Context: an optimization exercise on an open-source flow, tuned for small area. The choices shown serve that exercise and are no tape-out recipe.
Function was checked by simulation only, so behaviour that the tests miss may differ from the original.
No activity file was given, so power comes from the tool's default toggle rates.

[flow/design.v]
module my_rand(clk,
               rnd_rst,
               seed0,
               num
              );
input clk;
input rnd_rst;
input [31:0]  seed0;
output [31:0] num;
reg [31:0] num;
reg [31:0] seed;
reg [31:0] seed1,seed2;
always @(posedge clk) begin
      seed <= seed0;
end
always @(posedge clk) begin
    num <= seed ^ seed1 ^ ~seed2;
end
reg [31:0] s1,s2;
always @(posedge clk) begin
  s1 = seed1;
  s2 = seed2;
  if(rnd_rst) begin
    seed1 <= 32'hab312def;
    seed2 <= 32'hcd975130;
  end else begin
	s1[31] = s2[00]|  ~s1[09]| s1[13];
	s1[30] =  ~seed[17]^  ~s1[06]|  ~s2[01];
	s1[29] = s1[08]^  ~seed[07]^ s1[03];
	s1[28] = s2[20]^ s1[02]&  ~s2[01];
	s1[27] =  ~s1[01]& seed[18]^  ~s1[13];
	s1[26] = seed[04]^ seed[16]|  ~s2[22];
	s1[25] =  ~s2[20]| s1[14]^  ~seed[05];
	s1[24] =  ~seed[04]^ seed[20]&  ~s1[22];
	s1[23] = seed[15]^  ~s2[07]^ s1[08];
	s1[22] = s2[05]| s1[13]^ s1[20];
	s1[21] =  ~s1[12]& seed[14]^  ~s1[16];
	s1[20] =  ~seed[11]^  ~s1[11]^ s2[01];
	s1[19] = s2[00]^ seed[08]^  ~s2[18];
	s1[18] =  ~s1[13]^ s2[08]^ s2[15];
	s1[17] =  ~seed[12]&  ~seed[16]| seed[15];
	s1[16] =  ~s2[14]|  ~s1[17]|  ~seed[20];
	s1[15] =  ~seed[18]&  ~s1[08]^ s2[07];
	s1[14] = seed[13]^  ~seed[15]^  ~s1[12];
	s1[13] = seed[10]^  ~s1[13]^  ~seed[22];
	s1[12] =  ~s2[07]& s2[03]& s2[01];
	s1[11] =  ~seed[06]^  ~s2[11]|  ~s1[02];
	s1[10] = s1[19]^ s1[03]^  ~s1[22];
	s1[09] = seed[15]^ s2[11]^  ~s1[10];
	s1[08] =  ~s1[15]^ s2[22]^ seed[07];
	s1[07] =  ~s1[10]&  ~s2[10]| seed[01];
	s1[06] =  ~s2[05]^  ~seed[16]^  ~s1[01];
	s1[05] = s1[22]&  ~s2[00]^ s1[07];
	s1[04] = seed[12]&  ~s1[15]^  ~seed[02];
	s1[03] =  ~s2[22]&  ~seed[12]|  ~s1[03];
	s1[02] = s2[17]^  ~s1[02]^  ~s1[21];
	s1[01] = s2[05]^  ~s2[09]^  ~seed[02];
	s1[00] = s1[31] ^ s2[16]^  ~s1[14];
	s2[31] =  ~s1[20]& s1[14]^ s1[18];
	s2[30] = s1[12]&  ~s1[04]^  ~seed[15];
	s2[29] =  ~s2[04]^ s1[02]| s1[02];
	s2[28] = s2[15]^  ~seed[10]| seed[15];
	s2[27] = s2[04]& seed[01]^ s1[18];
	s2[26] =  ~seed[09]^ s1[22]^  ~s1[20];
	s2[25] =  ~seed[08]|  ~seed[19]^  ~seed[02];
	s2[24] = seed[19]^ s1[09]|  ~seed[08];
	s2[23] = s1[21]^ s1[13]^  ~s2[02];
	s2[22] = s2[16]|  ~seed[03]|  ~s2[17];
	s2[21] = seed[07]| s1[20]^ s1[13];
	s2[20] =  ~s2[22]& seed[22]& s1[15];
	s2[19] = seed[06]& s2[04]^ s2[12];
	s2[18] = s2[21]^ s2[01]^  ~s2[21];
	s2[17] =  ~s1[00]^  ~seed[15]^ s2[08];
	s2[16] =  ~s2[21]^  ~s1[07]^  ~s1[06];
	s2[15] =  ~s2[20]^ seed[20]| s1[00];
	s2[14] =  ~s2[09]^ s2[18]^ s1[14];
	s2[13] =  ~seed[02]&  ~seed[08]^  ~s1[02];
	s2[12] =  ~seed[10]| s1[19]^  ~s2[03];
	s2[11] = seed[02]^  ~seed[15]^ seed[11];
	s2[10] = seed[15]^  ~s1[19]^  ~seed[03];
	s2[09] =  ~s2[14]^ s2[22]^  ~s1[06];
	s2[08] = seed[02]^ s1[21]|  ~s2[15];
	s2[07] =  ~s1[17]^ s1[03]^ s1[18];
	s2[06] =  ~seed[21]^ s1[16]^  ~s1[22];
	s2[05] = s2[20]^ s2[10]|  ~seed[09];
	s2[04] = s2[18]|  ~seed[21]^  ~seed[14];
	s2[03] = s2[14]^  ~s1[13]^  ~seed[10];
	s2[02] =  ~s2[06]|  ~seed[03]^  ~seed[15];
	s2[01] =  ~s2[03]^  ~seed[13]| s1[05];
	s2[00] =  ~s2[31] &  ~seed[15]&  ~s1[22];
	seed1 <= s1;
	seed2 <= s2;
  end
end
endmodule
module audio_driver( clk,
                     rst_n,
                     snd_sel,
                     audio_o
                   );
input clk;
input rst_n;
input wire[1:0] snd_sel;
output reg audio_o;
localparam MS_START = 14'd2298;
localparam MS_END   = 14'd1149;
reg  [13:0] timer_1ms;
reg  [3:0]  cycle_cnt;
reg  [3:0]  tm;
reg  [2:0]  state;
reg  [1:0]  kind;
wire msec = (timer_1ms == MS_END);
wire ms_fb = timer_1ms[13] ^ timer_1ms[11] ^ timer_1ms[1] ^ timer_1ms[0] ^ msec;
always @(posedge clk) begin
   if(!rst_n) timer_1ms <= MS_START;
   else       timer_1ms <= {timer_1ms[12:0], ms_fb};
end
wire [3:0] t1 = (kind == 2'd3) ? 4'd0 : 4'd3;
wire [3:0] t2 = (kind == 2'd3) ? 4'd2 : 4'd1;
wire [3:0] t3 = (kind == 2'd3) ? 4'd2 : 4'd0;
wire [3:0] t4 = (kind == 2'd3) ? 4'd2 : (kind == 2'd1) ? 4'd10 : 4'd0;
wire tz = (tm == 0);
always @(posedge clk) begin
  if(!rst_n) begin
     audio_o   <= 0;
     cycle_cnt <= 0;
     tm        <= 0;
     state     <= 0;
  end else if(snd_sel!=0 && state==0) begin
     cycle_cnt <= 10;
     state     <= 1;
     kind      <= snd_sel;
     tm        <= (snd_sel == 2'd3) ? 4'd0 : 4'd3;
  end else if(msec) begin
     case(state)
       3'd1: begin
                audio_o <= 1'b1;
                if (tz) begin state <= 2; tm <= t2; end
                else    tm <= tm - 4'd1;
             end
       3'd2: begin
                audio_o <= 1'b0;
                if (tz) begin
                   if (cycle_cnt == 0) begin
                      state <= 3; tm <= t3; cycle_cnt <= 10;
                   end else begin
                      state <= 1; tm <= t1; cycle_cnt <= cycle_cnt - 4'd1;
                   end
                end else tm <= tm - 4'd1;
             end
       3'd3: begin
                audio_o <= 1'b1;
                if (tz) begin state <= 4; tm <= t4; end
                else    tm <= tm - 4'd1;
             end
       3'd4: begin
                audio_o <= 1'b0;
                if (tz) begin
                   if (cycle_cnt == 0) begin
                      state <= 0; tm <= 0;
                   end else begin
                      state <= 3; tm <= t3; cycle_cnt <= cycle_cnt - 4'd1;
                   end
                end else tm <= tm - 4'd1;
             end
       default: ;
     endcase
  end
end
endmodule
module vid_score #(parameter NUM0_POS = 114, parameter NUM1_POS = 131)
                  (score0,
                   score1,
                   x,
                   y,
                   num
                  );
input  wire[3:0] score0;
input  wire[3:0] score1;
input  wire[7:0] x;
input  wire[7:0] y;
output reg       num;
wire [3:0] score = x[7] ? score1 : score0;
wire xl  = (x == NUM0_POS)   || (x == NUM1_POS);
wire xh  = (x == NUM0_POS+3) || (x == NUM1_POS+3);
wire xa  = (x >= NUM0_POS && x <= NUM0_POS+3) || (x >= NUM1_POS && x <= NUM1_POS+3);
wire xa1 = xa && !xl;
wire yt  = (y == 19 || y == 20);             
wire ym  = (y == 25 || y == 26);             
wire yb  = (y == 31 || y == 32);             
wire yu  = (y >= 19 && y <= 26);             
wire yl  = (y >= 25 && y <= 32);             
wire yf  = (y >= 19 && y <= 32);             
always @(*) begin
   case(score)
      4'd0: num = (xa && (yt || yb)) || ((xl || xh) && yf);
      4'd1: num = xh && yf;
      4'd2: num = (xa && (yt || ym || yb)) || (xh && yu) || (xl && yl);
      4'd3: num = (xa && (yt || yb)) || (xa1 && ym) || (xh && yf);
      4'd4: num = (xl && yu) || (xh && yf) || (xa && ym);
      4'd5: num = (xa && (yt || ym || yb)) || (xl && yu) || (xh && yl);
      4'd6: num = (xa && (yt || ym || yb)) || (xl && yf) || (xh && yl);
      4'd7: num = (xa && yt) || (xh && yf);
      4'd8: num = (xa && (yt || ym || yb)) || ((xl || xh) && yf);
      4'd9: num = (xa && (yt || ym || yb)) || (xl && yu) || (xh && yf);
      default: num = 1'b0;
   endcase
end
endmodule
module vid_timer16(clk,
                 rst_n,
                 vid_sync,
                 vid_time,
                 xstart,
                 x,
                 y
                 );
input           clk;
input           rst_n;
output reg      vid_sync;
output reg      vid_time;
output          xstart;
output [7:0]    x;
output [7:0]    y;
localparam T_FULL = 10'd939;    
localparam T_HALF = 10'd430;    
localparam T_ZERO = 10'd940;    
reg[9:0]  tq;
reg       fld;
reg[9:0]  hl;
reg       s1, s5;
reg       hs;
assign x = tq[9:2];
assign xstart = (tq == 10'd0);
assign y = hl[8:1];
wire t_full = (tq == T_FULL);
wire t_half = (tq == T_HALF);
wire t_zero = (tq == T_ZERO);
wire w_a = (tq >= 10'd941) && (tq <= 10'd1015);    
wire w_b = (tq >= 10'd431) && (tq <= 10'd505);     
wire w_c = (tq >= 10'd356) && (tq <= 10'd430);     
wire w_d = (tq >= 10'd865) && (tq <= 10'd939);     
wire half_sf = fld ? (hl >= 10'd504 && hl <= 10'd521) : (hl >= 10'd502 && hl <= 10'd519);
wire s15 = s1 | s5;
wire hp  = w_a || (w_b && half_sf);
wire h1p = w_c || (w_d && s15) || (w_b && s1);
wire hs_time = t_zero || (half_sf && t_half);
always @(posedge clk) begin
  vid_sync <= (~hs) ^ (hp && !s15) ^ (h1p && s15);
end
always @(posedge clk) begin
   if(rst_n==0) begin
      fld <= 1'b1;
      hl  <= 10'd504;
   end else if(t_full || t_half) begin
      if (hl == (fld ? 10'd525 : 10'd523)) begin
         fld <= ~fld;
         hl  <= 10'd0;
      end else begin
         hl  <= hl + 10'd1;
      end
   end
end
always @(posedge clk) begin
   if(rst_n==0) begin
      hs <= 1;
      s1 <= 0;
      s5 <= 0;
   end else begin
      hs <= s15;
      if (fld && hl == 10'd510) s1 <= 1'b1;       
      if (fld && hl == 10'd516) s1 <= 1'b0;       
      if (!fld && hl == 10'd509) s5 <= 1'b1;      
      if (!fld && hl == 10'd515) s5 <= 1'b0;      
   end
end
always @(posedge clk) begin
  if(rst_n==0) vid_time <= 0;
  else         vid_time <= ((hl <= 10'd502) || (fld && hl == 10'd503 && tq == 10'd431)) && !hp && !hs_time;
end
always @(posedge clk) begin
 if(rst_n==0)   tq <= T_ZERO;
 else           tq <= (tq==10'd1016) ? 10'h0 : tq+10'd1;
end
endmodule
module vid_driver(clk,
                  rst_n,
                  vid_time,
                  xstart,
                  x,
                  y,
                  padl0,
                  padl1,
                  vid,
                  audio_o,
                  DEMO_MODE,
                  serv_ball,
                  game_rst,
                  speed2
                 );
input  clk;
input  rst_n;
input  vid_time;
input  xstart;       
input  wire[7:0] x;
input  wire[7:0] y;
input  wire[7:0] padl0;
input  wire[7:0] padl1;
input  DEMO_MODE;
input  serv_ball;
input  game_rst;
input  speed2;
output reg vid;
output     audio_o;
localparam  X_L = 27;
localparam  X_R = 219;
localparam  Y_T = 17;
localparam  Y_B = 243;
localparam  BAR      = 124;
localparam  NUM0_POS = BAR-10;
localparam  NUM1_POS = BAR+7;
localparam  MISS     = 2'b01;
localparam  BOUNCE   = 2'b10;
localparam  HIT      = 2'b11;
localparam  DIR_STR  = 2'b00;
localparam  DIR_UP   = 2'b01;
localparam  DIR_DOWN = 2'b10;
localparam  DIR_NONE = 2'b11;
reg       GO_GAME;
reg       stop_game;
reg       winner;
reg [3:0] score0;
reg [3:0] score1;
reg [7:0] ballx;
reg       ballx_inc;    
reg [7:0] bally;
reg [1:0] bally_dir;    
reg       step2;        
wire[7:0] step = {6'd0, step2, ~step2};
reg [1:0] dir_cmd;      
reg [1:0] snd_pre;      
reg [1:0] snd_sel;
reg rst_n1, rst_n2, rst_n3, rst_n4, rst_n5, rst_n6, rst_n7;
always @(posedge clk) begin
  rst_n7 <= rst_n6;
  rst_n6 <= rst_n5;
  rst_n5 <= rst_n4;
  rst_n4 <= rst_n3;
  rst_n3 <= rst_n2;
  rst_n2 <= rst_n1;
  rst_n1 <= rst_n;
end
wire end_rst = rst_n3 & ~rst_n4;
reg  sof;
always @(posedge clk) sof <= vid_time && xstart && (y == 8'd0);
reg [7:0] pl0, pl1;
reg       ps0, ps1;
always @(posedge clk) begin
   if (sof) begin
      if (padl0 <= 17)       begin pl0 <= 8'd17;  ps0 <= 1'b1; end
      else if (padl0 <= 228) begin pl0 <= padl0;  ps0 <= 1'b0; end
      else                   begin pl0 <= 8'd229; ps0 <= 1'b1; end
      if (padl1 <= 17)       begin pl1 <= 8'd17;  ps1 <= 1'b1; end
      else if (padl1 <= 228) begin pl1 <= padl1;  ps1 <= 1'b0; end
      else                   begin pl1 <= 8'd229; ps1 <= 1'b1; end
   end
end
wire [7:0] plb = ballx[7] ? pl1 : pl0;
wire       psb = ballx[7] ? ps1 : ps0;
wire [8:0] bd  = {1'b0, bally} - {1'b0, plb};
wire hit  = ~bd[8] && (bd[7:4] == 4'd0) && !(psb && bd[3:0] == 4'd15);
wire top  = ~bd[8] && (bd[7:0] <= 8'd4);
wire bot  = hit && (bd[3:0] >= 4'd11);
wire [1:0] hdir = top ? DIR_UP : bot ? DIR_DOWN : DIR_STR;
wire [7:0] ply = x[7] ? pl1 : pl0;
wire       psy = x[7] ? ps1 : ps0;
wire [8:0] yd  = {1'b0, y} - {1'b0, ply};
wire yin = ~yd[8] && (yd[7:4] == 4'd0) && !(psy && yd[3:0] == 4'd15);
always @(posedge clk) begin
   if(!rst_n) begin
       GO_GAME <= 0;
   end else if (serv_ball) begin
       GO_GAME <= 1'b1;
   end else if (stop_game) begin
       GO_GAME <= 1'b0;
   end
end
wire go = GO_GAME | DEMO_MODE;
wire at_l = (ballx <= X_L);
wire at_r = (ballx >= X_R);
reg [1:0] pad_snd;
reg [1:0] pad_dir;
always @(*) begin
   pad_snd = 2'b00;
   pad_dir = DIR_NONE;
   if (!DEMO_MODE && !game_rst) begin
      if (at_l || at_r) begin
         pad_snd = hit ? HIT : MISS;
         if (hit) pad_dir = hdir;
      end
   end
end
always @(posedge clk) begin
   if(~rst_n || game_rst) begin
      score0    <= 0;
      score1    <= 0;
      stop_game <= 0;
      winner    <= 0;
   end else if (DEMO_MODE) begin
      stop_game <= 1'b0;
   end else begin
      if(serv_ball) stop_game <= 1'b0;
      if (at_l) begin
         if (hit) begin
            stop_game <= 1'b0;
         end else begin
            if(stop_game==0 && winner==0 && score1!=9) score1 <= score1+1;
            if(score1==9) winner <= 1;
            stop_game <= 1'b1;
         end
      end
      if (at_r) begin
         if (hit) begin
            stop_game <= 1'b0;
         end else begin
            if(stop_game==0 && winner==0 && score0!=9) score0 <= score0+1;
            if(score0==9) winner <= 1;
            stop_game <= 1'b1;
         end
      end
   end
end
reg [1:0] wall_snd;
reg [1:0] wall_dir;
wire serve = (DEMO_MODE && end_rst) || !go;
wire x_bounce = ballx_inc ? at_r : at_l;
wire x_up     = ballx_inc ^ x_bounce;
wire y_top    = (bally <= Y_T);
wire y_bot    = (bally >= Y_B);
wire y_up     = bally_dir[1] ? !y_bot : y_top;    
always @(*) begin
   wall_snd = 2'b00;
   wall_dir = DIR_NONE;
   if (serve) begin
      case (rnd_data[9:8])
         2'b00: wall_dir = DIR_NONE;
         2'b01: wall_dir = DIR_UP;
         2'b10: wall_dir = DIR_DOWN;
         2'b11: wall_dir = DIR_STR;
      endcase
   end else if (sof) begin
      if (x_bounce) wall_snd = BOUNCE;
      if (bally_dir == 2'b01 && y_top) begin
         wall_snd = BOUNCE;
         wall_dir = DIR_DOWN;
      end
      if (bally_dir == 2'b10 && y_bot) begin
         wall_snd = BOUNCE;
         wall_dir = DIR_UP;
      end
   end
end
always @(posedge clk) begin
   if (rst_n) begin
      if (serve) begin
         ballx     <= 8'd124;
         step2     <= speed2;
         ballx_inc <= ~rnd_data[13];
         bally     <= rnd_data[6:0] + 8'd67;
      end else if (sof) begin
         ballx <= ballx + (x_up ? step : -step);
         if (x_bounce) ballx_inc <= ~ballx_inc;
         if (bally_dir == 2'b01 || bally_dir == 2'b10) bally <= bally + (y_up ? step : -step);
      end
   end
end
wire [1:0] next_cmd = (pad_dir == DIR_UP   || wall_dir == DIR_UP)   ? DIR_UP :
                      (pad_dir == DIR_DOWN || wall_dir == DIR_DOWN) ? DIR_DOWN :
                      (pad_dir == DIR_STR  || wall_dir == DIR_STR)  ? DIR_STR : DIR_NONE;
always @(posedge clk) begin
   if (~rst_n) begin
      dir_cmd   <= DIR_NONE;
      snd_pre   <= 2'b00;
      snd_sel   <= 2'b00;
      bally_dir <= 2'b00;
   end else begin
      dir_cmd   <= next_cmd;
      snd_pre   <= (pad_snd != 2'b00) ? pad_snd : wall_snd;
      snd_sel   <= snd_pre;
      if (dir_cmd != DIR_NONE) bally_dir <= dir_cmd;
   end
end
reg xlr8_pix;    
always @(posedge clk) begin
   xlr8_pix <= ( y==80 &&                              (x>=79 && x<=90 )) ||
               ((y==81 || y==82 || y==101|| y==102) && (x==91 || x==102)) ||
               ((y==83 || y==84 || y==99 || y==100) && (x==92 || x==101)) ||
               ((y==85 || y==86 || y==97 || y==98 ) && (x==93 || x==100)) ||
               ((y==87 || y==88 || y==95 || y==96 ) && (x==94 || x==99)) ||
               ((y==89 || y==90 || y==93 || y==94 ) && (x==95 || x==98)) ||
               ((y==91 || y==92)                    && (x==96 || x==97) ) ||
               (x>=110 && x<=119 && y==102) || (x==110 && y >=80 && y<= 102) ||
               (x>=130 && x<=138 && y==80)   || (x==130 && y >=80 && y<=102) ||
               (x>=130 && x<=138 && y==91)   || (x==139 && y >=81 && y<= 90) ||
               (x==133 && (y==91  || y==92)) || (x==134 && (y==93 || y==94)) ||
               (x==135 && (y==95  || y==96)) || (x==136 && (y==97 || y==98)) ||
               (x==137 && (y==99  || y==100))|| (x==138 && (y==101 || y==102)) ||
               ((x>=139 && x<=151) && y==102) ||
               ((x>=144 && x<=150)  && (y==85 || y==92 || y==99)) ||
               ((x==143 || x==151)  && y>=86 && y<=91) ||
               ((x==143 || x==151)  && y>=93 && y<=98);
end
wire num;
vid_score #(.NUM0_POS (NUM0_POS), .NUM1_POS (NUM1_POS)) scores (.score0(score0), .score1(score1), .x(x), .y(y), .num(num));
wire pad  = (x==25 || x==26 || x==221 || x==222) && yin;
wire [8:0] byd = {1'b0, y} - {1'b0, bally};
wire bar  = (x==BAR) && (y>=18 && y<=243);
wire ball = go && (x==ballx) && (byd[8:1] == 8'd0);
reg pix;
always @(posedge clk) begin
   pix <= vid_time && (pad || bar || (winner && xlr8_pix) || (rst_n && (num || ball)));
end
always @(posedge clk) begin
   if(!rst_n) vid <= 0;
   else       vid <= pix;
end
reg [31:0]  new_sd;
wire[31:0]  rnd_data;
always @(posedge clk) begin
  if(rst_n==0 && rst_n4==1) new_sd <= 82582568;
  else                      new_sd <= {rnd_data[30:0], rnd_data[31]};
end
wire rnd_rst = (~rst_n1 & rst_n2) | (~rst_n2 & rst_n3) | (~rst_n3 & rst_n4) |
               (~rst_n4 & rst_n5) | (~rst_n5 & rst_n6) | (~rst_n6 & rst_n7);
my_rand gen_rnd(.clk     (clk),
                .rnd_rst (rnd_rst),
                .seed0   (new_sd),
                .num     (rnd_data)
               );
audio_driver audio(.clk     (clk),
                   .rst_n   (rst_n),
                   .snd_sel (snd_sel),
                   .audio_o (audio_o)
                  );
endmodule
module pong16 (sys_clk,
               rst_n,
               dm_sel,
               ramadr,
               ramwe,
               ramre,
               dbus_in,
               vid_sync_o,
               vid_o,
               audio_o
              );
input            sys_clk;
input            rst_n;
input wire       dm_sel;
input wire       ramwe;
input wire       ramre;
input wire [7:0] ramadr;
input [7:0]      dbus_in;
output      vid_sync_o;
output      vid_o;
output      audio_o;
localparam PAD0_ADDR  = 8'hE0;
localparam PAD1_ADDR  = 8'hE1;
localparam PNGCR_ADDR = 8'hE2;
wire vid_sync;
wire vid;
reg vid_sync_o;
reg vid_o;
reg[7:0]  PAD0;
reg[7:0]  PAD1;
reg       DEMO_MODE;
reg[3:0]  serv_ball_cnt;
reg[3:0]  game_rst_cnt;
reg       speed2;
wire wsel = dm_sel & ramwe & (ramadr[7:2] == 6'b111000);
wire pad0_we  = wsel & (ramadr[1:0] == 2'd0);
wire pad1_we  = wsel & (ramadr[1:0] == 2'd1);
wire pngcr_we = wsel & (ramadr[1:0] == 2'd2);
always @(posedge sys_clk) begin
  if(!rst_n)       PAD0 <= 100;
  else if(pad0_we) PAD0 <= dbus_in;
end
always @(posedge sys_clk) begin
  if(!rst_n)       PAD1 <= 100;
  else if(pad1_we) PAD1 <= dbus_in;
end
wire serv_ball = |serv_ball_cnt;
always @(posedge sys_clk) begin
  if(!rst_n) serv_ball_cnt <= 0;
  else       serv_ball_cnt <= (pngcr_we && dbus_in[1]) ? 4'd10 : serv_ball ? serv_ball_cnt-4'd1 : 4'd0;
end
wire game_rst = |game_rst_cnt;
always @(posedge sys_clk) begin
  if(!rst_n) game_rst_cnt <= 0;
  else       game_rst_cnt <= (pngcr_we && dbus_in[0]) ? 4'd10 : game_rst ? game_rst_cnt-4'd1 : 4'd0;
end
always @(posedge sys_clk) begin
  if(!rst_n) begin
     speed2    <= 1'b0;
     DEMO_MODE <= 1'b1;
  end else if(pngcr_we) begin
     speed2    <= dbus_in[4];
     DEMO_MODE <= dbus_in[7];
  end
end
reg [9:0] cntr;
always @(posedge sys_clk) begin
  if(~rst_n)          cntr <= 10'd800;
  else if(cntr != 0)  cntr <= cntr - 10'd1;
end
wire rst_na = ~((cntr >= 10'd21) && (cntr <= 10'd398));
always @(posedge sys_clk) begin
  vid_sync_o <= vid_sync;
  vid_o <= vid;
end
wire [7:0] x, y;
wire       vid_time;
wire       xstart;
vid_timer16 v_timer(.clk       (sys_clk),
                    .rst_n     (rst_na),
                    .vid_sync  (vid_sync),
                    .vid_time  (vid_time),
                    .xstart    (xstart),
                    .x         (x),
                    .y         (y)
                   );
vid_driver v_drvr(.clk        (sys_clk),
                  .rst_n      (rst_na),
                  .vid_time   (vid_time),
                  .xstart     (xstart),
                  .x          (x),
                  .y          (y),
                  .vid        (vid),
                  .audio_o    (audio_o),
                  .padl0      (PAD0),
                  .padl1      (PAD1),
                  .DEMO_MODE  (DEMO_MODE),
                  .serv_ball  (serv_ball),
                  .game_rst   (game_rst),
                  .speed2     (speed2)
                 );
endmodule
[flow/flow/run.sh]
#!/bin/bash
# Layout flow: the standard synthesis, then the combinational logic
# re-mapped by ABC for area (the registers, their names and cell types are
# left as the standard synthesis made them), then the standard layout.
set -euo pipefail
W=$(pwd)
R=$W/orfs/results/$FLOW_PLATFORM/pong16/base
LIB=$FLOW_HOME/platforms/$FLOW_PLATFORM/lib/sky130_fd_sc_hd__tt_025C_1v80.lib
YOSYS=$FLOW_HOME/../tools/install/yosys/bin/yosys
[ -x "$YOSYS" ] || YOSYS=$(command -v yosys)

# 1. standard synthesis
bash standard.sh "$R/1_2_yosys.v" > "$W/flow_synth.log" 2>&1

# 2. re-map the combinational logic
DONT=$(sed -n '/DONT_USE_CELLS += /,/^$/p' "$FLOW_HOME/platforms/$FLOW_PLATFORM/config.mk" \
       | grep -o 'sky130_fd_sc_hd__[a-z0-9_]*' | sed 's/^/-dont_use /' | tr '\n' ' ')
FLOPS=$(grep -o '^ *sky130_fd_sc_hd__[a-z0-9_]*' "$R/1_2_yosys.v" | sort -u | grep -E 'df|dl|sdf|edf' | tr '\n' ' ')
cp "$R/1_2_yosys.v" "$W/std_synth.v"
sed -e "s#@LIB@#$LIB#g" -e "s#@DONT@#$DONT#g" -e "s#@FLOPS@#$FLOPS#g" \
    -e "s#@IN@#$W/std_synth.v#g" -e "s#@OUT@#$W/reabc.v#g" -e "s#@TOP@#$FLOW_TOP#g" \
    "$W/flow/reabc.ys.in" > "$W/reabc.ys"
"$YOSYS" -s "$W/reabc.ys" > "$W/flow_reabc.log" 2>&1
cp "$W/reabc.v" "$R/1_2_yosys.v"

# 3. the rest of the standard layout
bash standard.sh "$@" > "$W/flow_layout.log" 2>&1
[flow/flow/reabc.ys.in]
read_liberty -ignore_miss_func -ignore_miss_dir @LIB@
read_verilog @IN@
hierarchy -top @TOP@
blackbox @FLOPS@
flatten
hierarchy -top @TOP@
opt_clean
tee -o std_stat.txt stat
abc -liberty @LIB@ @DONT@ -script +strash;ifraig;scorr;dc2;dch,-f;map,-a;topo
opt_clean -purge
hilomap -singleton -hicell sky130_fd_sc_hd__conb_1 HI -locell sky130_fd_sc_hd__conb_1 LO
insbuf -buf sky130_fd_sc_hd__buf_1 A X
read_liberty -lib -ignore_miss_dir @LIB@
tee -o reabc_stat.txt stat -liberty @LIB@
check -assert -mapped
write_verilog -noattr -nohex -nodec @OUT@
[flow/standard.sh]
#!/bin/bash
# synth_recipe.tcl (not shown) runs the flow's synth.tcl, then flattens the netlist and writes it again
# the make line also repeats each setting of config.mk as NAME=value (left out here)
make -C /OpenROAD-flow-scripts/flow DESIGN_CONFIG=/design/flow/config.mk WORK_HOME=/design/flow/orfs CLKGATE_MAP_FILE= SYNTH_SCRIPT=/design/flow/synth_recipe.tcl "${@:-finish}"
[flow/config.mk]
export PLATFORM = sky130hd
export DESIGN_NAME = pong16
export DESIGN_NICKNAME = pong16
export VERILOG_FILES = /design/flow/design.v
export SDC_FILE = /design/flow/constraint.sdc
export NUM_CORES = 4
export LEC_CHECK = 0
export CAP_MARGIN = 20
export CORE_MARGIN = 2
export CORE_UTILIZATION = 40
export CTS_BUF_LIST = sky130_fd_sc_hd__clkbuf_4
export CTS_CLUSTER_DIAMETER = 50
export CTS_CLUSTER_SIZE = 10
export SLEW_MARGIN = 20
[flow/constraint.sdc]
create_clock -name core_clock -period 10.0 [get_ports {sys_clk}]
set_input_delay 2.0000 -clock core_clock [delete_from_list [all_inputs] [get_ports {sys_clk}]]
set_output_delay 2.0000 -clock core_clock [all_outputs]
set_load 0.01 [all_outputs]
==> summary.md, run 1 <==
| Metric | Value |
|---|---|
| Yosys warnings | `6` |
| Max VDD drop | `0.199 mV` |
| RSZ-0062 raised after global routing | `false` |
| Clk slew on worst S/H paths | `110 ps` |
| Most frequent cells in the layout | `nor2_1 (287), clkinv_1 (285), dfxtp_1 (280)` |
| FMAX | `247 MHz` |
| Max-cap viol count | `0` |
| Via count | `12,343` |
| Final worst path period need | `4040 ps` |
| Antenna violations before repair | `2` |
| CTS tree | `done` |
| Total CTS buffers | `42` |
| Starting Density | `40.8%` |
| Dpl hpwl | `27.5 mm` |
| Post-CTS resize count | `0` |
| DRT iter0 DRCs | `892` |
| GP Congestion | `0.911` |
| Top sig layer | `met4` |
| WS Path Type | `reg2reg` |
| Share of cells above drive strength 1 | `5.71%` |
| 1st-pass router iterations | `6` |
| Clock skew | `44.4 ps` |
| Setup tns final | `0 ps` |
| Drt drc | `0` |
| Mean Syn Cell Area | `7.76 um^2` |
| Syn Inst Count | `1,826` |
| Filler cells | `3,584` |
| Crit start category | `flop` |
| Clk buf depth | `3` |
| Die area | `0.0370 mm^2` |
| Run status | `no timing/DRC/antenna violations` |
| Wl on met1 | `17.8 mm` |
| Area of the multi-input gates | `0.00637 mm^2` |
| WL per Instance | `15.4 um` |
| I/O Buffers | `22` |
| Num Clock Sinks | `318` |
| GRT overflow | `0` |
| Met3 WL post-DR | `2.21 mm` |
| Antenna-violating nets left | `0` |
| Nets | `1,923` |
| First-pass GRT wire length | `59.9 mm` |
| Post-CTS setup buffer count | `0` |
| Total core area | `0.0347 mm^2` |
| CP arrival | `4660 ps` |
| Routed WL | `36.8 mm` |
| Vias in the first global route | `11,643` |
| Max transition margin | `33.8%` |
| Via/cell ratio | `5.18` |
| Final instance area | `0.0156 mm^2` |
| Top Ports | `24` |
| CTS root buf | `clkbuf_4` |
| Slew Limit Fails | `0` |
| Standard-cell rows | `68` |
| Cts-stage hold buffer count | `0` |
| Die Width | `192 um` |
| Placed Area | `0.0150 mm^2` |
| Clock latency on the worst-skew pair | `720 ps` |
| Leakage power | `5.85 nW` |
| Final setup vio count | `0` |
| Sequential cell area | `0.00675 mm^2` |
| Largest net degree at the start of global routing | `37` |
| Worst min-delay path class | `reg2reg` |
| Tcrit/Tclk final | `40.4%` |
| CP required | `10,620 ps` |
| Met2 WL | `15.9 mm` |
| Final Hold Fails | `0` |
| Die height | `192 um` |
| Area Overhead vs Synth | `10.0%` |
| Cell area after synthesis | `0.0142 mm^2` |
| Nature of the critical path endpoint | `flop` |
| CP max FO | `19` |
| Cell Pwr Density | `287 mW/mm^2` |
| Actual slew at the worst max-slew pin | `988 ps` |
| H-tree levels | `2` |
| Commonest non-fill, non-tap cell in the layout | `nor2_1` |
| Total track usage | `20.5%` |
| Post-synth net total | `1,847` |
[worst max-delay path, cell delays in order (launching register included)]
cell and delay, ps:
edfxtp_1 680, clkinv_1 350, or2_2 360, o21ai_0 140
nor2_1 100, nor2_1 150, a21oi_1 110, maj3_1 390
xnor2_1 260, o2111ai_1 150, o2111ai_1 100, a221oi_1 70
nand2_1 200, clkinv_1 120, nor3_1 190, nand3_1 100
clkinv_1 80, nand2_1 80, nor2_1 140, nand2_1 60
a21oi_1 120
[state kept, by name (all words and copies together) (netlist names), 3 cells and up]
| register | cells |
|---|---|
| v_drvr.gen_rnd.num | 32 |
| v_drvr.gen_rnd.seed1 | 32 |
| v_drvr.gen_rnd.seed2 | 32 |
| v_drvr.gen_rnd.seed | 32 |
| v_drvr.new_sd | 32 |
| v_drvr.audio.timer_1ms | 14 |
| cntr | 10 |
| v_timer.hl | 10 |
| v_timer.tq | 10 |
| PAD0 | 8 |
| PAD1 | 8 |
| v_drvr.ballx | 8 |
| v_drvr.bally | 8 |
| v_drvr.pl0 | 8 |
| v_drvr.pl1 | 8 |
| game_rst_cnt | 4 |
| serv_ball_cnt | 4 |
| v_drvr.audio.cycle_cnt | 4 |
| v_drvr.audio.tm | 4 |
| v_drvr.score0 | 4 |
| v_drvr.score1 | 4 |
| v_drvr.audio.state | 3 |
[final timing paths]
| check | startpoint | endpoint | slack [ps] | cells after the start |
|---|---|---|---|---|
| worst max-delay path | v_drvr.ballx[7]$_SDFFCE_PN0P_ | v_drvr.score1[3]$_SDFFE_PP0P_ | 5960 | 20 |
| worst min-delay path | v_drvr.new_sd[10]$_SDFF_PP1_ | v_drvr.gen_rnd.seed[10]$_DFF_P_ | 320 | 0 |
| worst max register to register | v_drvr.ballx[7]$_SDFFCE_PN0P_ | v_drvr.score1[3]$_SDFFE_PP0P_ | 5960 | 20 |
| worst min register to register | v_drvr.new_sd[10]$_SDFF_PP1_ | v_drvr.gen_rnd.seed[10]$_DFF_P_ | 320 | 0 |
[metal layers]
layer	up-vias	global-route usage, %
li1	6250	-
met1	5677	28.5
met2	339	31.9
met3	77	4.20
met4	0	6.08
met5	-	0
[final cells by class]
cell class	count	area share, %
sequential	318	43.3
clock inverter	13	0.866
antenna	2	0.0321
timing repair buffer	32	1.94
clock buffer	54	2.60
tap	455	3.65
inverter	284	6.83
multi-input combinational	1224	40.8
[power breakdown]
part	total, mW	leakage [nW]	internal, mW	switching [mW]
Combinational	1.62	2.87	0.647	0.974
Sequential	2.09	2.67	1.74	0.344
Clock	0.762	0.312	0.311	0.451
Total	4.47	5.85	2.70	1.77
[through the flow]
step	worst slack, ps	util [%]	hold WS [ps]	power, mW	cells
floorplan	5510	-	310	3.24	1826
CTS	5970	44.9	325	4.49	2379
global route	5440	44.9	334	4.83	2382
detailed placement	5880	43.3	312	3.72	2312
global placement	5960	43.3	310	3.70	2312
finish	5960	44.9	324	4.47	2382
==> inputs of run 2 (changes only) <==
--- a/flow/flow/run.sh
+++ b/flow/flow/run.sh
@@ -24,4 +24,7 @@
 cp "$W/reabc.v" "$R/1_2_yosys.v"
 
-# 3. the rest of the standard layout
+# 3. the rest of the standard layout, with smaller port buffers and a
+# clock tree of clkbuf_4 without dummy loads
+export BUFFER_PORTS_ARGS="-buffer_cell sky130_fd_sc_hd__buf_1"
+export CTS_ARGS="-sink_clustering_enable -repair_clock_nets -sink_clustering_size 10 -sink_clustering_max_diameter 50 -buf_list sky130_fd_sc_hd__clkbuf_4 -dont_use_dummy_load"
 bash standard.sh "$@" > "$W/flow_layout.log" 2>&1
--- a/flow/flow/reabc.ys.in
+++ b/flow/flow/reabc.ys.in
@@ -7,5 +7,5 @@
 opt_clean
 tee -o std_stat.txt stat
-abc -liberty @LIB@ @DONT@ -script +strash;ifraig;scorr;dc2;dch,-f;map,-a;topo
+abc -liberty @LIB@ @DONT@ -script +strash;dch,-f;amap,-F,2;topo
 opt_clean -purge
 hilomap -singleton -hicell sky130_fd_sc_hd__conb_1 HI -locell sky130_fd_sc_hd__conb_1 LO
--- a/flow/config.mk
+++ b/flow/config.mk
@@ -9,6 +9,3 @@
 export CORE_MARGIN = 2
 export CORE_UTILIZATION = 40
-export CTS_BUF_LIST = sky130_fd_sc_hd__clkbuf_4
-export CTS_CLUSTER_DIAMETER = 50
-export CTS_CLUSTER_SIZE = 10
 export SLEW_MARGIN = 20
==> summary.md, run 2 <==
| Metric | Value |
|---|---|
| Run status | `no timing/DRC/antenna violations` |
| Standard-cell rows | `68 (unchanged)` |
| H-tree levels | `2 (unchanged)` |
| CTS root buf | `clkbuf_4` |
| Post-CTS setup buffer count | `0 (unchanged)` |
| Setup tns final | `0 ps (unchanged)` |
| Cells after DPL | `2,251 (-2.6%)` |
| Most Frequent Cell on Critical Path | `nor2_1` |
| Clk buf depth | `3 (unchanged)` |
| Die area | `0.0365 mm^2 (-1.2%)` |
| CP arrival | `5210 ps (+550 ps)` |
| Post-synth net total | `1,784 (-3.4%)` |
| WS Path Type | `reg2reg` |
| Top Ports | `24 (unchanged)` |
| Clock skew | `97.5 ps (+53.0 ps)` |
| Cts-stage hold buffer count | `0 (unchanged)` |
| Switching power of the nets | `1.53 mW (-13%)` |
| Total track usage | `20.8% (+0.35 points)` |
| Post-route setup slack | `5370 ps (-593 ps)` |
| Seq pwr share | `52.0% (+5.3 points)` |
| I/O Buffers | `22 (unchanged)` |
| Die height | `191 um (-0.59%)` |
| Yosys warnings | `6 (unchanged)` |
| Clock latency on the worst-skew pair | `700 ps (-20 ps)` |
| Dpl hpwl | `27.6 mm (+0.19%)` |
| Antenna violations before repair | `3 (+1)` |
| Max VDD drop | `0.139 mV (-30%)` |
| Slew Limit Fails | `0 (unchanged)` |
| Via count | `12,826 (+3.9%)` |
| Die Width | `191 um (-0.59%)` |
| Worst min-delay path class | `reg2reg` |
| Drt drc | `0 (unchanged)` |
| 1st-pass router iterations | `5 (-1)` |
| Clk slew on worst S/H paths | `120 ps (about the same)` |
| Vias in the first global route | `11,815 (+1.5%)` |
| Num Clock Sinks | `318 (unchanged)` |
| GRT overflow | `0 (unchanged)` |
| Final core occ | `43.6% (-1.3 points)` |
| Worst path cell trace | `clkinv_1, o22ai_1, nor2_1, nor2_1, nor2_1, a21oi_1, nand2_1, o21ai_0, nor2b_1, nor2_1, nor3_1, nor4b_1, o21ai_0, clkinv_1, or3_1, nor2_1, nor2_1, a21oi_1, nor2_1` |
| Crit start category | `flop` |
| Sw Share | `39.4% (-0.11 points)` |
| CP max FO | `16 (-3)` |
| Final worst path period need | `4630 ps (+593 ps)` |
| Final setup vio count | `0 (unchanged)` |
| Clk pwr share | `15.1% (-2.0 points)` |
| Slowest CP cell | `edfxtp_1` |
| CTS tree | `done` |
| WL per Instance | `16.5 um (+6.6%)` |
| Tcrit/Tclk final | `46.3% (+5.9 points)` |
| Antenna-violating nets left | `0 (unchanged)` |
| Max incr delay on CP | `680 ps (about the same)` |
| Filler cells | `3,568 (-0.45%)` |
| Cell Pwr Density | `258 mW/mm^2 (-10%)` |
| Pre-CTS setup slack | `5540 ps (-345 ps)` |
| Share of cells above drive strength 1 | `2.99% (-2.7 points)` |
| CP required | `10,570 ps (-50 ps)` |
| Syn Inst Count | `1,763 (-3.5%)` |
| Nets | `1,860 (-3.3%)` |
| Actual slew at the worst max-slew pin | `962 ps (-25.9 ps)` |
| Max transition margin | `35.6% (+1.8 points)` |
| Max-cap viol count | `0 (unchanged)` |
| Post-CTS resize count | `0 (unchanged)` |
| First-pass GRT wire length | `61.3 mm (+2.5%)` |
| Area Overhead vs Synth | `7.65%` |
| Total CTS buffers | `41 (-2.4%)` |
| FMAX | `216 MHz (-13%)` |
| Most frequent cells in the layout | `nor2_1 (315), dfxtp_1 (280), clkinv_1 (231)` |
| Largest net degree at the start of global routing | `44 (+19%)` |
| Cell internal pwr | `2.35 mW (-13%)` |
| Final Hold Fails | `0 (unchanged)` |
| Routed WL | `37.8 mm (+2.6%)` |
| Starting Density | `40.5% (-0.29 points)` |
| Final cell count without fillers | `2,293 (-3.7%)` |
| DRT iter0 DRCs | `921 (+3.3%)` |
| Mean Syn Cell Area | `7.94 um^2 (+2.3%)` |
| GP Congestion | `0.943 (+3.5%)` |
| Via/cell ratio | `5.59 (+7.9%)` |
| RSZ-0062 raised after global routing | `false` |
| Gate power share | `32.9% (-3.4 points)` |
| Nature of the critical path endpoint | `flop` |
| Commonest non-fill, non-tap cell in the layout | `nor2_1` |
| Total core area | `0.0345 mm^2 (-0.49%)` |
| Leakage power | `5.23 nW (-11%)` |
| Cell area after synthesis | `0.0140 mm^2 (-1.2%)` |
==> run 2: cell count changes in the layout (fill, tap and decap cells not counted), sizes merged, moves of 31 or more <==
| cell | before | now |
|---|---|---|
| nand2 | 240 | 142 |
| clkinv | 289 | 231 |
| o22ai | 10 | 99 |
| xnor2 | 54 | 1 |
| a21oi | 127 | 95 |
| xor2 | 75 | 14 |
| nor2b | 0 | 31 |
==> run 2: per-stage QoR <==
stage,hold WS (ps),power [mW],instance area [um^2]
floorplan,310,2.87,14000
global placement,311,3.28,14800
detailed placement,312,3.30,14800
CTS,286,3.90,15100
global route,297,4.20,15100
finish,293,3.89,15100
==> run 2: power groups by stage <==
stage | Clock (mW) | Sequential, mW | Combinational (mW)
floorplan | 0 | 1.94 | 0.929
global placement | 0 | 2.04 | 1.25
detailed placement | 0 | 2.04 | 1.26
CTS | 0.614 | 2.01 | 1.27
global route | 0.663 | 2.07 | 1.46
finish | 0.588 | 2.02 | 1.28
==> run 2: worst max-delay path: cells and delay by family (launching register included) <==
kind	cells	cell delay, ps
simple gates	12	1920
flops	1	680
compound gates	5	1230
buf+inv	2	720
==> run 2: final timing paths <==
kind                                      start                              end  slack [ps]  cells after the start
setup / recovery  v_drvr.ballx[7]$_SDFFCE_PN0P_    v_drvr.score1[2]$_SDFFE_PP0P_        5370                     19
hold / removal     v_drvr.new_sd[14]$_SDFF_PP0_  v_drvr.gen_rnd.seed[14]$_DFF_P_         290                      0
setup reg to reg  v_drvr.ballx[7]$_SDFFCE_PN0P_    v_drvr.score1[2]$_SDFFE_PP0P_        5370                     19
hold reg to reg    v_drvr.new_sd[14]$_SDFF_PP0_  v_drvr.gen_rnd.seed[14]$_DFF_P_         290                      0
==> run 2: layout make-up <==
class / count / area [um^2] / area share (%)
Clock buffer: 41 / 308 / 2.04
Antenna cell: 1 / 2.50 / 0.0166
Sequential cell: 318 / 6750 / 44.7
Multi-Input combinational cell: 1214 / 6420 / 42.6
Inverter: 231 / 867 / 5.75
Tap cell: 455 / 569 / 3.78
Timing Repair Buffer: 33 / 165 / 1.10
==> run 2: per-layer routing <==
layer	track usage [%]	up-vias	wire [um]
met1	28.8	5830	17500
met3	3.51	93	2580
met4	6.98	4	1080
met2	32.9	449	16500
met5	0	-	27
li1	-	6450	-
==> inputs of run 3 (changes only) <==
--- a/flow/design.v
+++ b/flow/design.v
@@ -180,10 +180,26 @@
 input  wire[7:0] x;
 input  wire[7:0] y;
-output reg       num;
+output wire      num;
 wire [3:0] score = x[7] ? score1 : score0;
+reg [6:0] seg;    
+always @(*) begin
+   case(score)
+      4'd0: seg = 7'b1111110;
+      4'd1: seg = 7'b0110000;
+      4'd2: seg = 7'b1101101;
+      4'd3: seg = 7'b1111001;
+      4'd4: seg = 7'b0110011;
+      4'd5: seg = 7'b1011011;
+      4'd6: seg = 7'b1011111;
+      4'd7: seg = 7'b1110000;
+      4'd8: seg = 7'b1111111;
+      4'd9: seg = 7'b1111011;
+      default: seg = 7'b0000000;
+   endcase
+end
+wire sa = seg[6], sb = seg[5], sc = seg[4], sd = seg[3], se = seg[2], sf = seg[1], sg = seg[0];
 wire xl  = (x == NUM0_POS)   || (x == NUM1_POS);
 wire xh  = (x == NUM0_POS+3) || (x == NUM1_POS+3);
-wire xa  = (x >= NUM0_POS && x <= NUM0_POS+3) || (x >= NUM1_POS && x <= NUM1_POS+3);
-wire xa1 = xa && !xl;
+wire xm  = (x == NUM0_POS+1) || (x == NUM0_POS+2) || (x == NUM1_POS+1) || (x == NUM1_POS+2);
 wire yt  = (y == 19 || y == 20);             
 wire ym  = (y == 25 || y == 26);             
@@ -191,20 +207,9 @@
 wire yu  = (y >= 19 && y <= 26);             
 wire yl  = (y >= 25 && y <= 32);             
-wire yf  = (y >= 19 && y <= 32);             
-always @(*) begin
-   case(score)
-      4'd0: num = (xa && (yt || yb)) || ((xl || xh) && yf);
-      4'd1: num = xh && yf;
-      4'd2: num = (xa && (yt || ym || yb)) || (xh && yu) || (xl && yl);
-      4'd3: num = (xa && (yt || yb)) || (xa1 && ym) || (xh && yf);
-      4'd4: num = (xl && yu) || (xh && yf) || (xa && ym);
-      4'd5: num = (xa && (yt || ym || yb)) || (xl && yu) || (xh && yl);
-      4'd6: num = (xa && (yt || ym || yb)) || (xl && yf) || (xh && yl);
-      4'd7: num = (xa && yt) || (xh && yf);
-      4'd8: num = (xa && (yt || ym || yb)) || ((xl || xh) && yf);
-      4'd9: num = (xa && (yt || ym || yb)) || (xl && yu) || (xh && yf);
-      default: num = 1'b0;
-   endcase
-end
+wire horiz = (yt && sa) || (yb && sd);
+assign num = ((xl || xm || xh) && horiz) ||
+             ((xm || xh) && ym && sg) ||
+             (xl && ((yu && sf) || (yl && se))) ||
+             (xh && ((yu && sb) || (yl && sc)));
 endmodule
 module vid_timer16(clk,
@@ -337,5 +342,4 @@
 reg [1:0] bally_dir;    
 reg       step2;        
-wire[7:0] step = {6'd0, step2, ~step2};
 reg [1:0] dir_cmd;      
 reg [1:0] snd_pre;      
@@ -439,4 +443,6 @@
 wire y_bot    = (bally >= Y_B);
 wire y_up     = bally_dir[1] ? !y_bot : y_top;    
+wire [7:0] x_delta = {{6{~x_up}}, step2 | ~x_up, ~step2};
+wire [7:0] y_delta = {{6{~y_up}}, step2 | ~y_up, ~step2};
 always @(*) begin
    wall_snd = 2'b00;
@@ -469,7 +475,7 @@
          bally     <= rnd_data[6:0] + 8'd67;
       end else if (sof) begin
-         ballx <= ballx + (x_up ? step : -step);
+         ballx <= ballx + x_delta;
          if (x_bounce) ballx_inc <= ~ballx_inc;
-         if (bally_dir == 2'b01 || bally_dir == 2'b10) bally <= bally + (y_up ? step : -step);
+         if (bally_dir == 2'b01 || bally_dir == 2'b10) bally <= bally + y_delta;
       end
    end
@@ -590,13 +596,17 @@
   else if(pad1_we) PAD1 <= dbus_in;
 end
+localparam PULSE_START = 4'd6;
+localparam PULSE_LAST  = 4'd8;
 wire serv_ball = |serv_ball_cnt;
 always @(posedge sys_clk) begin
-  if(!rst_n) serv_ball_cnt <= 0;
-  else       serv_ball_cnt <= (pngcr_we && dbus_in[1]) ? 4'd10 : serv_ball ? serv_ball_cnt-4'd1 : 4'd0;
+  if(!rst_n)                      serv_ball_cnt <= 4'd0;
+  else if(pngcr_we && dbus_in[1]) serv_ball_cnt <= PULSE_START;
+  else                            serv_ball_cnt <= {serv_ball_cnt[2:0], (serv_ball_cnt[3] ^ serv_ball_cnt[2]) & (serv_ball_cnt != PULSE_LAST)};
 end
 wire game_rst = |game_rst_cnt;
 always @(posedge sys_clk) begin
-  if(!rst_n) game_rst_cnt <= 0;
-  else       game_rst_cnt <= (pngcr_we && dbus_in[0]) ? 4'd10 : game_rst ? game_rst_cnt-4'd1 : 4'd0;
+  if(!rst_n)                      game_rst_cnt <= 4'd0;
+  else if(pngcr_we && dbus_in[0]) game_rst_cnt <= PULSE_START;
+  else                            game_rst_cnt <= {game_rst_cnt[2:0], (game_rst_cnt[3] ^ game_rst_cnt[2]) & (game_rst_cnt != PULSE_LAST)};
 end
 always @(posedge sys_clk) begin
@@ -609,10 +619,19 @@
   end
 end
+localparam CNT_START = 10'd732;
+localparam CNT_FALL  = 10'd838;
+localparam CNT_RISE  = 10'd690;
+localparam CNT_LAST  = 10'd512;
 reg [9:0] cntr;
+reg       rst_na;
+always @(posedge sys_clk) begin
+  if(~rst_n) cntr <= CNT_START;
+  else       cntr <= {cntr[8:0], (cntr[9] ^ cntr[6]) & (cntr != CNT_LAST)};
+end
 always @(posedge sys_clk) begin
-  if(~rst_n)          cntr <= 10'd800;
-  else if(cntr != 0)  cntr <= cntr - 10'd1;
+  if(~rst_n)                  rst_na <= 1'b1;
+  else if(cntr == CNT_FALL)   rst_na <= 1'b0;
+  else if(cntr == CNT_RISE)   rst_na <= 1'b1;
 end
-wire rst_na = ~((cntr >= 10'd21) && (cntr <= 10'd398));
 always @(posedge sys_clk) begin
   vid_sync_o <= vid_sync;
--- a/flow/config.mk
+++ b/flow/config.mk
@@ -6,6 +6,6 @@
 export NUM_CORES = 4
 export LEC_CHECK = 0
-export CAP_MARGIN = 20
+export CAP_MARGIN = 5
 export CORE_MARGIN = 2
 export CORE_UTILIZATION = 40
-export SLEW_MARGIN = 20
+export SLEW_MARGIN = 5
==> summary.md, run 3 <==
| Metric | Value |
|---|---|
| Crit start category | `flop` |
| Largest net degree at the start of global routing | `41 (-6.8%)` |
| Mean Syn Cell Area | `8.10 um^2 (+2.0%)` |
| Nets | `1,792 (-3.7%)` |
| Dpl hpwl | `26.4 mm (-4.1%)` |
| Reg2reg end | `v_drvr.score1[3]$_SDFFE_PP0P_` |
| Final core occ | `43.9% (+0.21 points)` |
| Max VDD drop | `0.168 mV (+21%)` |
| CP required | `10,570 ps (about the same)` |
| Total track usage | `20.3% (-0.54 points)` |
| Cell internal pwr | `2.32 mW (-1.5%)` |
| Cts-stage hold buffer count | `0 (unchanged)` |
| Antenna-violating nets left | `0 (unchanged)` |
| Die height | `189 um (-0.98%)` |
| Nature of the critical path endpoint | `flop` |
| Share of cells above drive strength 1 | `3.11% (+0.12 points)` |
| GRT overflow | `0 (unchanged)` |
| First-pass GRT wire length | `58.2 mm (-5.1%)` |
| Final setup vio count | `0 (unchanged)` |
| Switching power of the nets | `1.46 mW (-5.0%)` |
| Gate power share | `31.5% (-1.4 points)` |
| Drt drc | `0 (unchanged)` |
| Max transition margin | `26.9% (-8.7 points)` |
| Cell area after synthesis | `0.0137 mm^2 (-2.0%)` |
| Post-CTS setup buffer count | `0 (unchanged)` |
| Crit path to | `v_drvr.score1[3]$_SDFFE_PP0P_` |
| CTS tree | `done` |
| WS Path Type | `reg2reg` |
| CTS root buf | `clkbuf_4` |
| Vias in the first global route | `11,216 (-5.1%)` |
| Final Hold Fails | `0 (unchanged)` |
| Antenna violations before repair | `1 (-2)` |
| Syn Inst Count | `1,694 (-3.9%)` |
| Clock skew | `151 ps (+53.9 ps)` |
| WL per Instance | `16.2 um (-1.7%)` |
| Post-synth net total | `1,715 (-3.9%)` |
| Starting Density | `40.7% (+0.19 points)` |
| CP arrival | `5020 ps (-190 ps)` |
| Cell Pwr Density | `255 mW/mm^2 (-0.95%)` |
| Setup tns final | `0 ps (unchanged)` |
| H-tree levels | `2 (unchanged)` |
| Standard-cell rows | `67 (-1.5%)` |
| RSZ-0062 raised after global routing | `false` |
| Max-cap viol count | `0 (unchanged)` |
| Cells on worst reg2reg path | `21 (+2)` |
| Routed WL | `35.9 mm (-5.0%)` |
| Clk pwr share | `16.0% (+0.9 points)` |
| Via/cell ratio | `5.51 (-1.5%)` |
| Area Overhead vs Synth | `7.66% (about the same)` |
| 1st-pass router iterations | `8 (+3)` |
| I/O Buffers | `22 (unchanged)` |
| Final worst path period need | `4450 ps (-181 ps)` |
| Sw Share | `38.6% (-0.85 points)` |
| R2R Path Start | `v_drvr.ballx[7]$_SDFFCE_PN0P_` |
| Actual slew at the worst max-slew pin | `1100 ps (+135 ps)` |
| Most frequent cells in the layout | `nor2_1 (294), dfxtp_1 (281), clkinv_1 (218)` |
| Die area | `0.0358 mm^2 (-1.9%)` |
| Total core area | `0.0337 mm^2 (-2.4%)` |
| DRT iter0 DRCs | `1,209 (+31%)` |
| Clk buf depth | `3 (unchanged)` |
| GP Congestion | `0.927 (-1.7%)` |
| Slew Limit Fails | `0 (unchanged)` |
| Commonest non-fill, non-tap cell in the layout | `nor2_1` |
| Clock latency on the worst-skew pair | `780 ps (+80 ps)` |
| CP max FO | `14 (-2)` |
| FMAX | `225 MHz (+4.1%)` |
| Clk slew on worst S/H paths | `110 ps (about the same)` |
| Final instance area | `0.0148 mm^2 (-2.0%)` |
| Run status | `no timing/DRC/antenna violations` |
| Filler cells | `3,391 (-5.0%)` |
| Die Width | `189 um (-0.98%)` |
| Via count | `12,220 (-4.7%)` |
| Placed Area | `0.0145 mm^2 (-2.1%)` |
| Seq pwr share | `52.4% (+0.4 points)` |
| Reg2reg setup slack | `5550 ps (+180 ps)` |
| Top Ports | `24 (unchanged)` |
| Yosys warnings | `6 (unchanged)` |
| Leakage power | `5.19 nW (-0.70%)` |
| Worst min-delay path class | `reg2reg` |
| Tcrit/Tclk final | `44.5% (-1.8 points)` |
| Total CTS buffers | `43 (+4.9%)` |
| Post-CTS resize count | `0 (unchanged)` |
| CP startpoint | `v_drvr.ballx[7]$_SDFFCE_PN0P_` |
| Num Clock Sinks | `319 (+0.31%)` |
==> run 3: final cells by class <==
class	count	area [um^2]	area share [%]
antenna	1	2.50	0.0169
tap	448	561	3.79
sequential	319	6770	45.8
clock buffer	43	323	2.18
timing repair buffer	32	158	1.07
multi-input combinational	1157	6150	41.6
inverter	218	818	5.54
==> run 3: through the flow <==
| stage | hold WS, ps | power, mW | worst slack (ps) | std cells |
|---|---|---|---|---|
| 4_1_cts | 286 | 3.80 | 5640 | 2217 |
| 3_3_place_gp | 310 | 3.17 | 5750 | 2174 |
| 6_report | 262 | 3.78 | 5550 | 2218 |
| 3_5_place_dp | 312 | 3.18 | 5650 | 2174 |
| 2_1_floorplan | 310 | 2.78 | 4840 | 1694 |
| 5_1_grt | 295 | 4.07 | 5020 | 2218 |
==> run 3: power groups by stage <==
| stage | clock [mW] | combinational, mW | sequential (mW) |
|---|---|---|---|
| after global placement | 0 | 1.17 | 2.00 |
| final | 0.605 | 1.19 | 1.98 |
| after floorplan | 0 | 0.873 | 1.91 |
| after detailed placement | 0 | 1.18 | 2.00 |
| after global routing | 0.687 | 1.36 | 2.03 |
| after CTS | 0.639 | 1.19 | 1.98 |
==> run 3: per-layer routing <==
metal	wire [um]	share of wire (%)	vias to the layer above	global-route usage, %
li1	-	-	6191	-
met1	16900	47	5556	28.0
met2	15500	43	381	31.2
met3	2200	6.1	92	3.32
met4	1350	3.8	0	9.24
met5	0	0	-	0
==> run 3: worst max-delay path, stage by stage (launching register included) <==
cell	delay [ps]
edfxtp_1	650
clkinv_1	440
o22ai_1	340
nor2_1	140
nor2_1	140
nor2_1	60
a21oi_1	190
nand2_1	90
o21ai_0	130
nor2_1	70
nor2_1	220
clkinv_1	100
o221ai_1	420
clkinv_1	160
nor4b_1	500
nand2_1	140
clkinv_1	80
nand2_1	70
nor2_1	170
nor2_1	60
a21oi_1	130
nor2_1	50
==> run 3: worst min path at each step <==
| stage | cells past startpoint | end | slack [ps] | from |
|---|---|---|---|---|
| 5_1_grt | 0 | v_drvr.gen_rnd.seed[10]$_DFF_P_ | 290 | v_drvr.new_sd[10]$_SDFF_PP1_ |
| 6_report | 0 | v_drvr.gen_rnd.seed[10]$_DFF_P_ | 260 | v_drvr.new_sd[10]$_SDFF_PP1_ |
| 4_1_cts | 0 | v_drvr.gen_rnd.seed[10]$_DFF_P_ | 290 | v_drvr.new_sd[10]$_SDFF_PP1_ |
| 3_5_place_dp | 0 | v_drvr.gen_rnd.seed[15]$_DFF_P_ | 310 | v_drvr.new_sd[15]$_SDFF_PP0_ |
| 3_3_place_gp | 0 | v_drvr.gen_rnd.seed[13]$_DFF_P_ | 310 | v_drvr.new_sd[13]$_SDFF_PP0_ |
| 2_1_floorplan | 0 | v_drvr.gen_rnd.seed[0]$_DFF_P_ | 310 | v_drvr.new_sd[0]$_SDFF_PP0_ |
==> inputs of run 4 (changes only) <==
--- a/flow/config.mk
+++ b/flow/config.mk
@@ -8,4 +8,4 @@
 export CAP_MARGIN = 5
 export CORE_MARGIN = 2
-export CORE_UTILIZATION = 40
+export CORE_UTILIZATION = 55
 export SLEW_MARGIN = 5
==> summary.md, run 4 <==
| Metric | Value |
|---|---|
| Run status | `no timing/DRC/antenna violations` |
| Num Clock Sinks | `319 (unchanged)` |
| Cell area after synthesis | `0.0137 mm^2 (unchanged)` |
| Die Width | `162 um (-14%)` |
| Crit start category | `flop` |
| Leakage power | `5.18 nW (-0.25%)` |
| Final setup vio count | `0 (unchanged)` |
| Total CTS buffers | `42 (-2.3%)` |
| R2R Path Start | `v_drvr.ballx[3]$_SDFFCE_PN1P_` |
| 1st-pass router iterations | `5 (-3)` |
| Cell Pwr Density | `258 mW/mm^2 (+0.98%)` |
| Post-synth net total | `1,715 (unchanged)` |
| CP max FO | `10 (-4)` |
| Nets | `1,789 (-0.17%)` |
| Worst min-delay path class | `reg2reg` |
| Final worst path period need | `4950 ps (+501 ps)` |
| Post-CTS resize count | `0 (unchanged)` |
| CTS tree | `done` |
| Dpl hpwl | `25.9 mm (-2.1%)` |
| Max VDD drop | `0.214 mV (+28%)` |
| Standard-cell rows | `57 (-15%)` |
| WL per Instance | `16.7 um (+3.3%)` |
| Nature of the critical path endpoint | `flop` |
| Antenna violations before repair | `2 (+1)` |
| Max transition margin | `23.1% (-3.8 points)` |
| CP startpoint | `v_drvr.ballx[3]$_SDFFCE_PN1P_` |
| Starting Density | `56.3% (+16 points)` |
| Met3 WL post-DR | `2.54 mm (+16%)` |
| Yosys warnings | `6 (unchanged)` |
| Final Hold Fails | `0 (unchanged)` |
| Setup tns final | `0 ps (unchanged)` |
| Clock skew | `68.2 ps (-83.2 ps)` |
| Post-CTS setup buffer count | `0 (unchanged)` |
| CP required | `10,370 ps (-200 ps)` |
| Total core area | `0.0244 mm^2 (-28%)` |
| CP arrival | `5330 ps (+310 ps)` |
| Die area | `0.0262 mm^2 (-27%)` |
| Mean Syn Cell Area | `8.10 um^2 (unchanged)` |
| I/O Buffers | `22 (unchanged)` |
| Final hold slack | `323 ps (+61.0 ps)` |
| Via count | `12,247 (+0.22%)` |
| GP Congestion | `0.930 (+0.35%)` |
| Largest net degree at the start of global routing | `41 (unchanged)` |
| H-tree levels | `2 (unchanged)` |
| Clk buf depth | `3 (unchanged)` |
| Tcrit/Tclk final | `49.5% (+5.0 points)` |
| FMAX | `202 MHz (-10%)` |
| Actual slew at the worst max-slew pin | `1140 ps (+42.9 ps)` |
| Met2 WL | `14.9 mm (-3.6%)` |
| Antenna-violating nets left | `0 (unchanged)` |
| Max-cap viol count | `0 (unchanged)` |
| Filler cells | `2,254 (-34%)` |
| Hold path start | `v_timer.vid_sync$_DFF_P_` |
| Reg2reg setup slack | `5050 ps (-500 ps)` |
| First-pass GRT wire length | `57.5 mm (-1.2%)` |
| Die height | `162 um (-14%)` |
| Routed WL | `35.0 mm (-2.6%)` |
| Clk slew on worst S/H paths | `100 ps (about the same)` |
| Wl on met1 | `16.5 mm (-2.1%)` |
| Slew Limit Fails | `0 (unchanged)` |
| Drt drc | `0 (unchanged)` |
| Clock latency on the worst-skew pair | `670 ps (-110 ps)` |
| Commonest non-fill, non-tap cell in the layout | `nor2_1` |
| RSZ-0062 raised after global routing | `false` |
| Top sig layer | `met4` |
| Cts-stage hold buffer count | `0 (unchanged)` |
| Most frequent cells in the layout | `nor2_1 (294), dfxtp_1 (281), clkinv_1 (218)` |
| Via/cell ratio | `5.86 (+6.3%)` |
| Total track usage | `27.1% (+6.8 points)` |
| Syn Inst Count | `1,694 (unchanged)` |
| CTS root buf | `clkbuf_4` |
| DRT iter0 DRCs | `1,127 (-6.8%)` |
| Area Overhead vs Synth | `6.37%` |
| Share of cells above drive strength 1 | `2.94% (-0.16 points)` |
| GRT overflow | `0 (unchanged)` |
| Vias in the first global route | `11,484 (+2.4%)` |
| WS Path Type | `reg2reg` |
| Top Ports | `24 (unchanged)` |
## run 4: routing by layer
layer | track usage, % | vias to the layer above
met2 | 41.9 | 427
met1 | 38.7 | 5552
met4 | 9.17 | 0
met3 | 4.62 | 81
li1 | - | 6187
met5 | 0 | -
## run 4: power breakdown
part	leakage, nW	internal, mW	switching [mW]
clock network	0.193	0.193	0.397
logic	2.32	0.423	0.771
registers	2.67	1.70	0.284
total	5.18	2.31	1.45
## run 4: per-stage QoR
stage,area [um^2],util [%],worst slack (ps),total power [mW],instances
floorplan,13700,-,4840,2.78,1694
global placement,14300,58.6,5280,3.17,2048
detailed placement,14300,58.6,5270,3.17,2048
CTS,14600,59.9,5220,3.76,2090
global route,14600,59.9,4620,4.05,2091
finish,14600,59.9,5050,3.77,2091
## run 4: final cells by class
class,instances,area [um^2],share of cell area (%)
repair buffers,30,143,0.977
inverters,218,818,5.60
multi-input cells,1157,6150,42.1
flip-flops and latches,319,6770,46.3
well taps,324,405,2.78
clock buffers,42,315,2.16
diodes,1,2.50,0.0171
## run 4: final timing paths
check,end,cells after the start
hold / removal,vid_sync_o$_DFF_P_,0
setup / recovery,v_drvr.ballx[7]$_SDFFCE_PN0P_,17
hold reg to reg,vid_sync_o$_DFF_P_,0
setup reg to reg,v_drvr.ballx[7]$_SDFFCE_PN0P_,17
## run 4: worst max-delay path: stages, from the launching register on
cell	delay (ps)
edfxtp_1	450
clkinv_1	120
nor3_1	70
o311ai_0	970
clkinv_1	360
nor2_1	590
clkinv_1	430
nor3_1	310
o21bai_1	190
o21ai_0	120
o21ai_0	130
nor2_1	80
a21oi_1	210
o22ai_1	180
nand3_1	140
o211ai_1	100
xor2_1	200
nor2_1	50

[what the ideal ports hide]
How much do the figures lean on ideal ports? The routed layouts below were timed once more, with nothing changed but the port constraints. Step 1: set_driving_cell puts a clkbuf_16 on sys_clk and a buf_2 on each other input, an assumption about the parent block. Step 2 also shifts input and output timing later by t, the mid clock arrival at the registers, as if the neighbouring blocks saw the same clock. Slacks: ideal ports / drivers / drivers and shift; pairs: ideal ports / drivers.
run | shift t [ns] | setup slack, ns | worst register clock-pin slew, ns
run 1 | 0.742 | 5.959 / 5.959 / 5.934 | 0.11 / 0.11
run 2 | 0.686 | 5.366 / 5.366 / 5.366 | 0.12 / 0.12
run 3 | 0.749 | 5.547 / 5.547 / 5.547 | 0.12 / 0.12
run 4 | 0.672 | 5.046 / 5.046 / 5.046 | 0.11 / 0.11
After both steps setup and hold are still met in every run listed. For run 1, which loses most, drivers alone change the setup slack by 0.000 ns; drivers and shift together by -0.025 ns.
